From an optimization exercise on the open Yosys and OpenROAD flow, aimed at small area and a short achievable clock period; shortcuts taken in it are not production practice. At most, simulation tests tie the RTL to the original design; equivalence was not proved. Power figures rest on the tool's default switching activity, not on a simulated workload.

==> run D <==
==> flow/design.v <==
`timescale 10ns / 1ps
module AGU_top(
    input clk,
    input rst,
    input AGU_enable,
    output logic [$clog2(8192/16)-1:0] MA0_idx,
    output logic [$clog2(8192/16)-1:0] MA1_idx,
    output logic [$clog2(8192/16)-1:0] MA2_idx,
    output logic [$clog2(8192/16)-1:0] MA3_idx,
    output logic [$clog2(8192/16)-1:0] MA4_idx,
    output logic [$clog2(8192/16)-1:0] MA5_idx,
    output logic [$clog2(8192/16)-1:0] MA6_idx,
    output logic [$clog2(8192/16)-1:0] MA7_idx,
    output logic [$clog2(8192/16)-1:0] MA8_idx,
    output logic [$clog2(8192/16)-1:0] MA9_idx,
    output logic [$clog2(8192/16)-1:0] MA10_idx,
    output logic [$clog2(8192/16)-1:0] MA11_idx,
    output logic [$clog2(8192/16)-1:0] MA12_idx,
    output logic [$clog2(8192/16)-1:0] MA13_idx,
    output logic [$clog2(8192/16)-1:0] MA14_idx,
    output logic [$clog2(8192/16)-1:0] MA15_idx,
    output logic [$clog2(16) + 1-1:0] BN0_idx,
    output logic [$clog2(16) + 1-1:0] BN1_idx,
    output logic [$clog2(16) + 1-1:0] BN2_idx,
    output logic [$clog2(16) + 1-1:0] BN3_idx,
    output logic [$clog2(16) + 1-1:0] BN4_idx,
    output logic [$clog2(16) + 1-1:0] BN5_idx,
    output logic [$clog2(16) + 1-1:0] BN6_idx,
    output logic [$clog2(16) + 1-1:0] BN7_idx,
    output logic [$clog2(16) + 1-1:0] BN8_idx,
    output logic [$clog2(16) + 1-1:0] BN9_idx,
    output logic [$clog2(16) + 1-1:0] BN10_idx,
    output logic [$clog2(16) + 1-1:0] BN11_idx,
    output logic [$clog2(16) + 1-1:0] BN12_idx,
    output logic [$clog2(16) + 1-1:0] BN13_idx,
    output logic [$clog2(16) + 1-1:0] BN14_idx,
    output logic [$clog2(16) + 1-1:0] BN15_idx,
    output logic AGU_done_out,
    output logic BN_MA_out_en,
    output logic [2:0] l_AGU_out
);
    logic [4:0] en_d;       
    logic [2:0] rcnt;       
    logic [1:0] L;          
    logic [8:0] C;          
    logic e, first, wrap;
    logic [1:0] L_nxt;
    logic [8:0] C_nxt;
    assign e     = en_d[4];
    assign first = (rcnt == 3'd5);
    assign wrap  = (&C) | first;
    always_comb begin
        if (!e) begin
            C_nxt = 9'd0;
            L_nxt = L;
        end else if (wrap) begin
            C_nxt = 9'd0;
            L_nxt = (L == 2'd2) ? 2'd0 : L + 2'd1;
        end else begin
            C_nxt = C + 9'd1;
            L_nxt = L;
        end
    end
    always_ff @(posedge clk or posedge rst) begin
        if (rst) begin
            en_d <= 5'd0;
            rcnt <= 3'd0;
            L    <= 2'd0;
            C    <= 9'd0;
        end else begin
            en_d <= {en_d[3:0], AGU_enable};
            rcnt <= rcnt + {2'd0, ~&rcnt};
            L    <= L_nxt;
            C    <= C_nxt;
        end
    end
    logic [2:0] G;
    always_ff @(posedge clk or posedge rst) begin
        if (rst) G <= 3'd0;
        else     G <= {en_d[3] & (L_nxt == 2'd2), en_d[3] & (L_nxt == 2'd1), en_d[3] & (L_nxt == 2'd0)};
    end
    logic [8:0] ma_d0, ma_d1;
    always_comb begin
        for (int k = 5; k < 9; k++) begin
            ma_d0[k] = (G[1] & C[13-k]) | (G[2] & C[9-k]);
            ma_d1[k] = ma_d0[k] | G[0];
        end
        for (int k = 1; k < 5; k++) begin
            ma_d0[k] = (G[0] & C[k+4]) | (G[2] & C[9-k]);
            ma_d1[k] = ma_d0[k] | G[1];
        end
        ma_d0[0] = (G[0] | G[1]) & C[4];
        ma_d1[0] = ma_d0[0] | G[2];
    end
    logic [3:0] S, sa, sb;
    logic       sc;
    always_comb begin
        sa = G[2] ? {C[2], C[3], C[4], C[5]} : C[3:0];
        sb = ({4{G[0]}} & C[7:4]) | ({4{G[1]}} & {C[6], C[7], C[8], C[5]}) | ({4{G[2]}} & {C[6], C[7], C[8], C[1]});
        sc = (G[0] & C[8]) | (G[1] & C[4]) | (G[2] & C[0]);
        S = sa + sb + {3'd0, sc};
    end
    logic eS0, eS0n, eS1, eS1n, eS2, eS2n, eS3, eS3n, x10;
    logic [3:0] cy2;
    logic [7:0] cy3;
    logic [1:0] bn_d0;
    logic [3:0] bn_d1;
    logic [7:0] bn_d2;
    logic [15:0] bn_d3;
    always_comb begin
        eS0 = e & S[0]; eS0n = e & ~S[0];
        eS1 = e & S[1]; eS1n = e & ~S[1];
        eS2 = e & S[2]; eS2n = e & ~S[2];
        eS3 = e & S[3]; eS3n = e & ~S[3];
        bn_d0[0] = eS0;
        bn_d0[1] = eS0n;
        bn_d1[0] = eS1;
        bn_d1[1] = S[0] ? eS1n : eS1;
        bn_d1[2] = eS1n;
        bn_d1[3] = S[0] ? eS1 : eS1n;
        for (int v = 0; v < 4; v++) begin
            cy2[v] = ({1'b0, S[1:0]} + v) >= 3'd4;
            bn_d2[v]     = cy2[v] ? eS2n : eS2;
            bn_d2[v + 4] = cy2[v] ? eS2 : eS2n;
        end
        for (int v = 0; v < 8; v++) begin
            cy3[v] = ({1'b0, S[2:0]} + v) >= 4'd8;
            bn_d3[v]     = cy3[v] ? eS3n : eS3;
            bn_d3[v + 8] = cy3[v] ? eS3 : eS3n;
        end
    end
    logic [1:0]  ma_r0, ma_r1, ma_r2, ma_r3, ma_r4, ma_r5, ma_r6, ma_r7, ma_r8;
    logic [1:0]  bn_r0;
    logic [3:0]  bn_r1;
    logic [7:0]  bn_r2;
    logic [15:0] bn_r3;
    always_ff @(posedge clk or posedge rst) begin
        if (rst) begin
            ma_r0 <= '0; ma_r1 <= '0; ma_r2 <= '0; ma_r3 <= '0; ma_r4 <= '0;
            ma_r5 <= '0; ma_r6 <= '0; ma_r7 <= '0; ma_r8 <= '0;
            bn_r0 <= '0; bn_r1 <= '0; bn_r2 <= '0; bn_r3 <= '0;
            AGU_done_out <= 1'b0;
            BN_MA_out_en <= 1'b0;
            l_AGU_out    <= 3'd0;
        end else begin
            ma_r0 <= {ma_d1[0], ma_d0[0]}; ma_r1 <= {ma_d1[1], ma_d0[1]};
            ma_r2 <= {ma_d1[2], ma_d0[2]}; ma_r3 <= {ma_d1[3], ma_d0[3]};
            ma_r4 <= {ma_d1[4], ma_d0[4]}; ma_r5 <= {ma_d1[5], ma_d0[5]};
            ma_r6 <= {ma_d1[6], ma_d0[6]}; ma_r7 <= {ma_d1[7], ma_d0[7]};
            ma_r8 <= {ma_d1[8], ma_d0[8]};
            bn_r0 <= bn_d0; bn_r1 <= bn_d1; bn_r2 <= bn_d2; bn_r3 <= bn_d3;
            AGU_done_out <= G[2] & (&C);
            BN_MA_out_en <= e;
            l_AGU_out    <= e ? {1'b0, L_nxt} : 3'd0;
        end
    end
    assign MA0_idx = {ma_r8[0], ma_r7[0], ma_r6[0], ma_r5[0], ma_r4[0], ma_r3[0], ma_r2[0], ma_r1[0], ma_r0[0]};
    assign MA1_idx = {ma_r8[0], ma_r7[0], ma_r6[0], ma_r5[1], ma_r4[0], ma_r3[0], ma_r2[0], ma_r1[1], ma_r0[0]};
    assign MA2_idx = {ma_r8[0], ma_r7[0], ma_r6[1], ma_r5[0], ma_r4[0], ma_r3[0], ma_r2[1], ma_r1[0], ma_r0[0]};
    assign MA3_idx = {ma_r8[0], ma_r7[0], ma_r6[1], ma_r5[1], ma_r4[0], ma_r3[0], ma_r2[1], ma_r1[1], ma_r0[0]};
    assign MA4_idx = {ma_r8[0], ma_r7[1], ma_r6[0], ma_r5[0], ma_r4[0], ma_r3[1], ma_r2[0], ma_r1[0], ma_r0[0]};
    assign MA5_idx = {ma_r8[0], ma_r7[1], ma_r6[0], ma_r5[1], ma_r4[0], ma_r3[1], ma_r2[0], ma_r1[1], ma_r0[0]};
    assign MA6_idx = {ma_r8[0], ma_r7[1], ma_r6[1], ma_r5[0], ma_r4[0], ma_r3[1], ma_r2[1], ma_r1[0], ma_r0[0]};
    assign MA7_idx = {ma_r8[0], ma_r7[1], ma_r6[1], ma_r5[1], ma_r4[0], ma_r3[1], ma_r2[1], ma_r1[1], ma_r0[0]};
    assign MA8_idx = {ma_r8[1], ma_r7[0], ma_r6[0], ma_r5[0], ma_r4[1], ma_r3[0], ma_r2[0], ma_r1[0], ma_r0[1]};
    assign MA9_idx = {ma_r8[1], ma_r7[0], ma_r6[0], ma_r5[1], ma_r4[1], ma_r3[0], ma_r2[0], ma_r1[1], ma_r0[1]};
    assign MA10_idx = {ma_r8[1], ma_r7[0], ma_r6[1], ma_r5[0], ma_r4[1], ma_r3[0], ma_r2[1], ma_r1[0], ma_r0[1]};
    assign MA11_idx = {ma_r8[1], ma_r7[0], ma_r6[1], ma_r5[1], ma_r4[1], ma_r3[0], ma_r2[1], ma_r1[1], ma_r0[1]};
    assign MA12_idx = {ma_r8[1], ma_r7[1], ma_r6[0], ma_r5[0], ma_r4[1], ma_r3[1], ma_r2[0], ma_r1[0], ma_r0[1]};
    assign MA13_idx = {ma_r8[1], ma_r7[1], ma_r6[0], ma_r5[1], ma_r4[1], ma_r3[1], ma_r2[0], ma_r1[1], ma_r0[1]};
    assign MA14_idx = {ma_r8[1], ma_r7[1], ma_r6[1], ma_r5[0], ma_r4[1], ma_r3[1], ma_r2[1], ma_r1[0], ma_r0[1]};
    assign MA15_idx = {ma_r8[1], ma_r7[1], ma_r6[1], ma_r5[1], ma_r4[1], ma_r3[1], ma_r2[1], ma_r1[1], ma_r0[1]};
    assign BN0_idx = {1'b0, bn_r3[0], bn_r2[0], bn_r1[0], bn_r0[0]};
    assign BN1_idx = {1'b0, bn_r3[2], bn_r2[2], bn_r1[2], bn_r0[0]};
    assign BN2_idx = {1'b0, bn_r3[4], bn_r2[4], bn_r1[0], bn_r0[0]};
    assign BN3_idx = {1'b0, bn_r3[6], bn_r2[6], bn_r1[2], bn_r0[0]};
    assign BN4_idx = {1'b0, bn_r3[8], bn_r2[0], bn_r1[0], bn_r0[0]};
    assign BN5_idx = {1'b0, bn_r3[10], bn_r2[2], bn_r1[2], bn_r0[0]};
    assign BN6_idx = {1'b0, bn_r3[12], bn_r2[4], bn_r1[0], bn_r0[0]};
    assign BN7_idx = {1'b0, bn_r3[14], bn_r2[6], bn_r1[2], bn_r0[0]};
    assign BN8_idx = {1'b0, bn_r3[1], bn_r2[1], bn_r1[1], bn_r0[1]};
    assign BN9_idx = {1'b0, bn_r3[3], bn_r2[3], bn_r1[3], bn_r0[1]};
    assign BN10_idx = {1'b0, bn_r3[5], bn_r2[5], bn_r1[1], bn_r0[1]};
    assign BN11_idx = {1'b0, bn_r3[7], bn_r2[7], bn_r1[3], bn_r0[1]};
    assign BN12_idx = {1'b0, bn_r3[9], bn_r2[1], bn_r1[1], bn_r0[1]};
    assign BN13_idx = {1'b0, bn_r3[11], bn_r2[3], bn_r1[3], bn_r0[1]};
    assign BN14_idx = {1'b0, bn_r3[13], bn_r2[5], bn_r1[1], bn_r0[1]};
    assign BN15_idx = {1'b0, bn_r3[15], bn_r2[7], bn_r1[3], bn_r0[1]};
endmodule
==> flow/flow/run.sh <==
#!/bin/bash
# Standard ORFS layout, with the smallest buffer (buf_1) on every input and
# output port instead of the default pick.
set -euo pipefail
export BUFFER_PORTS_ARGS="-buffer_cell sky130_fd_sc_hd__buf_1"
bash standard.sh > standard_flow.log 2>&1
==> flow/standard.sh <==
#!/bin/bash
# synth_recipe.tcl (not shown) runs the flow's synth.tcl, then flattens the netlist and writes it again
# the make line also repeats each setting of config.mk as NAME=value (left out here)
make -C /OpenROAD-flow-scripts/flow DESIGN_CONFIG=/design/flow/config.mk WORK_HOME=/design/flow/orfs CLKGATE_MAP_FILE= SYNTH_SCRIPT=/design/flow/synth_recipe.tcl "${@:-finish}"
==> flow/config.mk <==
export PLATFORM = sky130hd
export DESIGN_NAME = AGU_top
export DESIGN_NICKNAME = AGU_top
export VERILOG_FILES = /design/flow/design.v
export SDC_FILE = /design/flow/constraint.sdc
export NUM_CORES = 4
export LEC_CHECK = 0
export CAP_MARGIN = 20
export CORE_MARGIN = 2
export CORE_UTILIZATION = 40
export SETUP_SLACK_MARGIN = 5
export SLEW_MARGIN = 20
==> flow/constraint.sdc <==
create_clock -name core_clock -period 8.0 [get_ports {clk}]
set_input_delay 1.6000 -clock core_clock [delete_from_list [all_inputs] [get_ports {clk}]]
set_output_delay 1.6000 -clock core_clock [all_outputs]
set_load 0.01 [all_outputs]
==> run A: changes against run D <==
--- a/flow/design.v
+++ b/flow/design.v
@@ -74,60 +74,36 @@
             C    <= C_nxt;
         end
     end
-    logic [2:0] G;
-    always_ff @(posedge clk or posedge rst) begin
-        if (rst) G <= 3'd0;
-        else     G <= {en_d[3] & (L_nxt == 2'd2), en_d[3] & (L_nxt == 2'd1), en_d[3] & (L_nxt == 2'd0)};
+    logic [8:0] ma_l1, ma_l2;
+    assign ma_l1 = {C[5], C[6], C[7], C[8], 4'b0000, C[4]};
+    assign ma_l2 = {C[1], C[2], C[3], C[4], C[5], C[6], C[7], C[8], 1'b0};
+    logic [1:0] ma_d [0:8];
+    always_comb begin
+        for (int k = 0; k < 9; k++) begin
+            for (int b = 0; b < 2; b++) begin
+                if (!e)
+                    ma_d[k][b] = 1'b0;
+                else if (L == 2'd0)
+                    ma_d[k][b] = (k >= 5) ? b[0] : C[k+4];
+                else if (L == 2'd1)
+                    ma_d[k][b] = (k >= 5 || k == 0) ? ma_l1[k] : b[0];
+                else
+                    ma_d[k][b] = (k >= 1) ? ma_l2[k] : b[0];
+            end
+        end
     end
-    logic [8:0] ma_d0, ma_d1;
+    logic [3:0] S;
     always_comb begin
-        for (int k = 5; k < 9; k++) begin
-            ma_d0[k] = (G[1] & C[13-k]) | (G[2] & C[9-k]);
-            ma_d1[k] = ma_d0[k] | G[0];
-        end
-        for (int k = 1; k < 5; k++) begin
-            ma_d0[k] = (G[0] & C[k+4]) | (G[2] & C[9-k]);
-            ma_d1[k] = ma_d0[k] | G[1];
-        end
-        ma_d0[0] = (G[0] | G[1]) & C[4];
-        ma_d1[0] = ma_d0[0] | G[2];
+        case (L)
+            2'd0:    S = C[3:0] + C[7:4] + {3'd0, C[8]};
+            2'd1:    S = C[3:0] + {3'd0, C[4]} + {C[6], C[7], C[8], C[5]};
+            default: S = {3'd0, C[0]} + {3'd0, C[1]} + {C[6], C[7], C[8], 1'b0} + {C[2], C[3], C[4], C[5]};
+        endcase
     end
-    logic [3:0] S, sa, sb;
-    logic       sc;
+    logic [3:0] bsum [0:15];
     always_comb begin
-        sa = G[2] ? {C[2], C[3], C[4], C[5]} : C[3:0];
-        sb = ({4{G[0]}} & C[7:4]) | ({4{G[1]}} & {C[6], C[7], C[8], C[5]}) | ({4{G[2]}} & {C[6], C[7], C[8], C[1]});
-        sc = (G[0] & C[8]) | (G[1] & C[4]) | (G[2] & C[0]);
-        S = sa + sb + {3'd0, sc};
-    end
-    logic eS0, eS0n, eS1, eS1n, eS2, eS2n, eS3, eS3n, x10;
-    logic [3:0] cy2;
-    logic [7:0] cy3;
-    logic [1:0] bn_d0;
-    logic [3:0] bn_d1;
-    logic [7:0] bn_d2;
-    logic [15:0] bn_d3;
-    always_comb begin
-        eS0 = e & S[0]; eS0n = e & ~S[0];
-        eS1 = e & S[1]; eS1n = e & ~S[1];
-        eS2 = e & S[2]; eS2n = e & ~S[2];
-        eS3 = e & S[3]; eS3n = e & ~S[3];
-        bn_d0[0] = eS0;
-        bn_d0[1] = eS0n;
-        bn_d1[0] = eS1;
-        bn_d1[1] = S[0] ? eS1n : eS1;
-        bn_d1[2] = eS1n;
-        bn_d1[3] = S[0] ? eS1 : eS1n;
-        for (int v = 0; v < 4; v++) begin
-            cy2[v] = ({1'b0, S[1:0]} + v) >= 3'd4;
-            bn_d2[v]     = cy2[v] ? eS2n : eS2;
-            bn_d2[v + 4] = cy2[v] ? eS2 : eS2n;
-        end
-        for (int v = 0; v < 8; v++) begin
-            cy3[v] = ({1'b0, S[2:0]} + v) >= 4'd8;
-            bn_d3[v]     = cy3[v] ? eS3n : eS3;
-            bn_d3[v + 8] = cy3[v] ? eS3 : eS3n;
-        end
+        for (int c = 0; c < 16; c++)
+            bsum[c] = e ? (S + c[3:0]) : 4'd0;
     end
     logic [1:0]  ma_r0, ma_r1, ma_r2, ma_r3, ma_r4, ma_r5, ma_r6, ma_r7, ma_r8;
     logic [1:0]  bn_r0;
@@ -143,13 +119,14 @@
             BN_MA_out_en <= 1'b0;
             l_AGU_out    <= 3'd0;
         end else begin
-            ma_r0 <= {ma_d1[0], ma_d0[0]}; ma_r1 <= {ma_d1[1], ma_d0[1]};
-            ma_r2 <= {ma_d1[2], ma_d0[2]}; ma_r3 <= {ma_d1[3], ma_d0[3]};
-            ma_r4 <= {ma_d1[4], ma_d0[4]}; ma_r5 <= {ma_d1[5], ma_d0[5]};
-            ma_r6 <= {ma_d1[6], ma_d0[6]}; ma_r7 <= {ma_d1[7], ma_d0[7]};
-            ma_r8 <= {ma_d1[8], ma_d0[8]};
-            bn_r0 <= bn_d0; bn_r1 <= bn_d1; bn_r2 <= bn_d2; bn_r3 <= bn_d3;
-            AGU_done_out <= G[2] & (&C);
+            ma_r0 <= ma_d[0]; ma_r1 <= ma_d[1]; ma_r2 <= ma_d[2];
+            ma_r3 <= ma_d[3]; ma_r4 <= ma_d[4]; ma_r5 <= ma_d[5];
+            ma_r6 <= ma_d[6]; ma_r7 <= ma_d[7]; ma_r8 <= ma_d[8];
+            for (int c = 0; c < 2; c++)  bn_r0[c] <= bsum[c][0];
+            for (int c = 0; c < 4; c++)  bn_r1[c] <= bsum[c][1];
+            for (int c = 0; c < 8; c++)  bn_r2[c] <= bsum[c][2];
+            for (int c = 0; c < 16; c++) bn_r3[c] <= bsum[c][3];
+            AGU_done_out <= e & (&C) & (L == 2'd2);
             BN_MA_out_en <= e;
             l_AGU_out    <= e ? {1'b0, L_nxt} : 3'd0;
         end
==> comparison table <==
item                                                                                      run D                      run A
Run status                                                             timing/DRC/antenna clean   timing/DRC/antenna clean
Worst flop-to-flop path endpoint                                                      bn_r3[13]                   bn_r3[7]
Via count of the first global-routing pass                                                2,704                      2,430
# clk buffers                                                                                 9                         12
Buf/Inv on CP                                                                                 0                          3
Area growth from synthesis to layout                                                    -1.146%                    -1.644%
Highest attainable clock frequency                                                    354.8 MHz                  359.1 MHz
Final non-clock buffer share                                                             0.1755                     0.1921
Tap cell count                                                                              147                        140
#FFs+latches synth                                                                           74                         71
Reg area                                                                           0.001857 mm2               0.001782 mm2
HPWL after DPL                                                                         6.299 mm                   5.878 mm
Slowest stage delay, CP                                                                  730 ps                     470 ps
Post-CTS setup-driven buffer insertion count                                                  0                          1
Number of sequential cells                                                                   74                         71
Switching fraction of total power                                                        0.2820                     0.2913
Cell at the root of the clock tree                                   sky130_fd_sc_hd__clkbuf_16  sky130_fd_sc_hd__clkbuf_8
Total number of clock tree sinks                                                             74                         71
Final Skew                                                                             8.183 ps                   9.031 ps
Share of final-layout standard cells stronger than drive strength 1                     0.09982                    0.07255
Headroom to the max-slew limit                                                           0.3291                     0.3534
Critical Path Start                                                                        G[2]                       C[0]
Cell leakage power                                                                     2.014 nW                   1.981 nW
Clock latency (worst-skew pair)                                                          340 ps                     350 ps
Area fraction in compound gates after synthesis                                         0.08492                    0.04904
Layout Utilization                                                                       0.4003                     0.4057
Data arrival time of the critical path                                                  3090 ps                    3050 ps
The RTL of run D was laid out without a check of its function.

[what the ideal ports hide]
The results above use ideal ports. As a check the final layouts listed here were re-extracted and re-timed, cells and wires unchanged.
Step 1 (the two cells are an assumption about what drives the block):
set clk [get_ports {clk}]
set_driving_cell -lib_cell sky130_fd_sc_hd__clkbuf_16 $clk
set_driving_cell -lib_cell sky130_fd_sc_hd__buf_2 [delete_from_list [all_inputs] $clk]
Step 2, shift: input delay + t, output delay - t, t = (earliest + latest rising clock arrival at the registers) / 2. This alone moves slack from input paths to output paths.
Slacks: ideal / step 1 / step 2; pairs: ideal / step 1.
| run | shift t [ns] | slack for setup (ns) | latest minus earliest clock arrival (ns) | worst register clock-pin slew, ns |
|---|---|---|---|---|
| run D | 0.367 | 5.181 / 5.181 / 5.181 | 0.008 / 0.008 | 0.06 / 0.06 |
| run A | 0.376 | 5.215 / 5.215 / 5.215 | 0.009 / 0.009 | 0.08 / 0.08 |
After both steps every run listed still meets setup and hold.
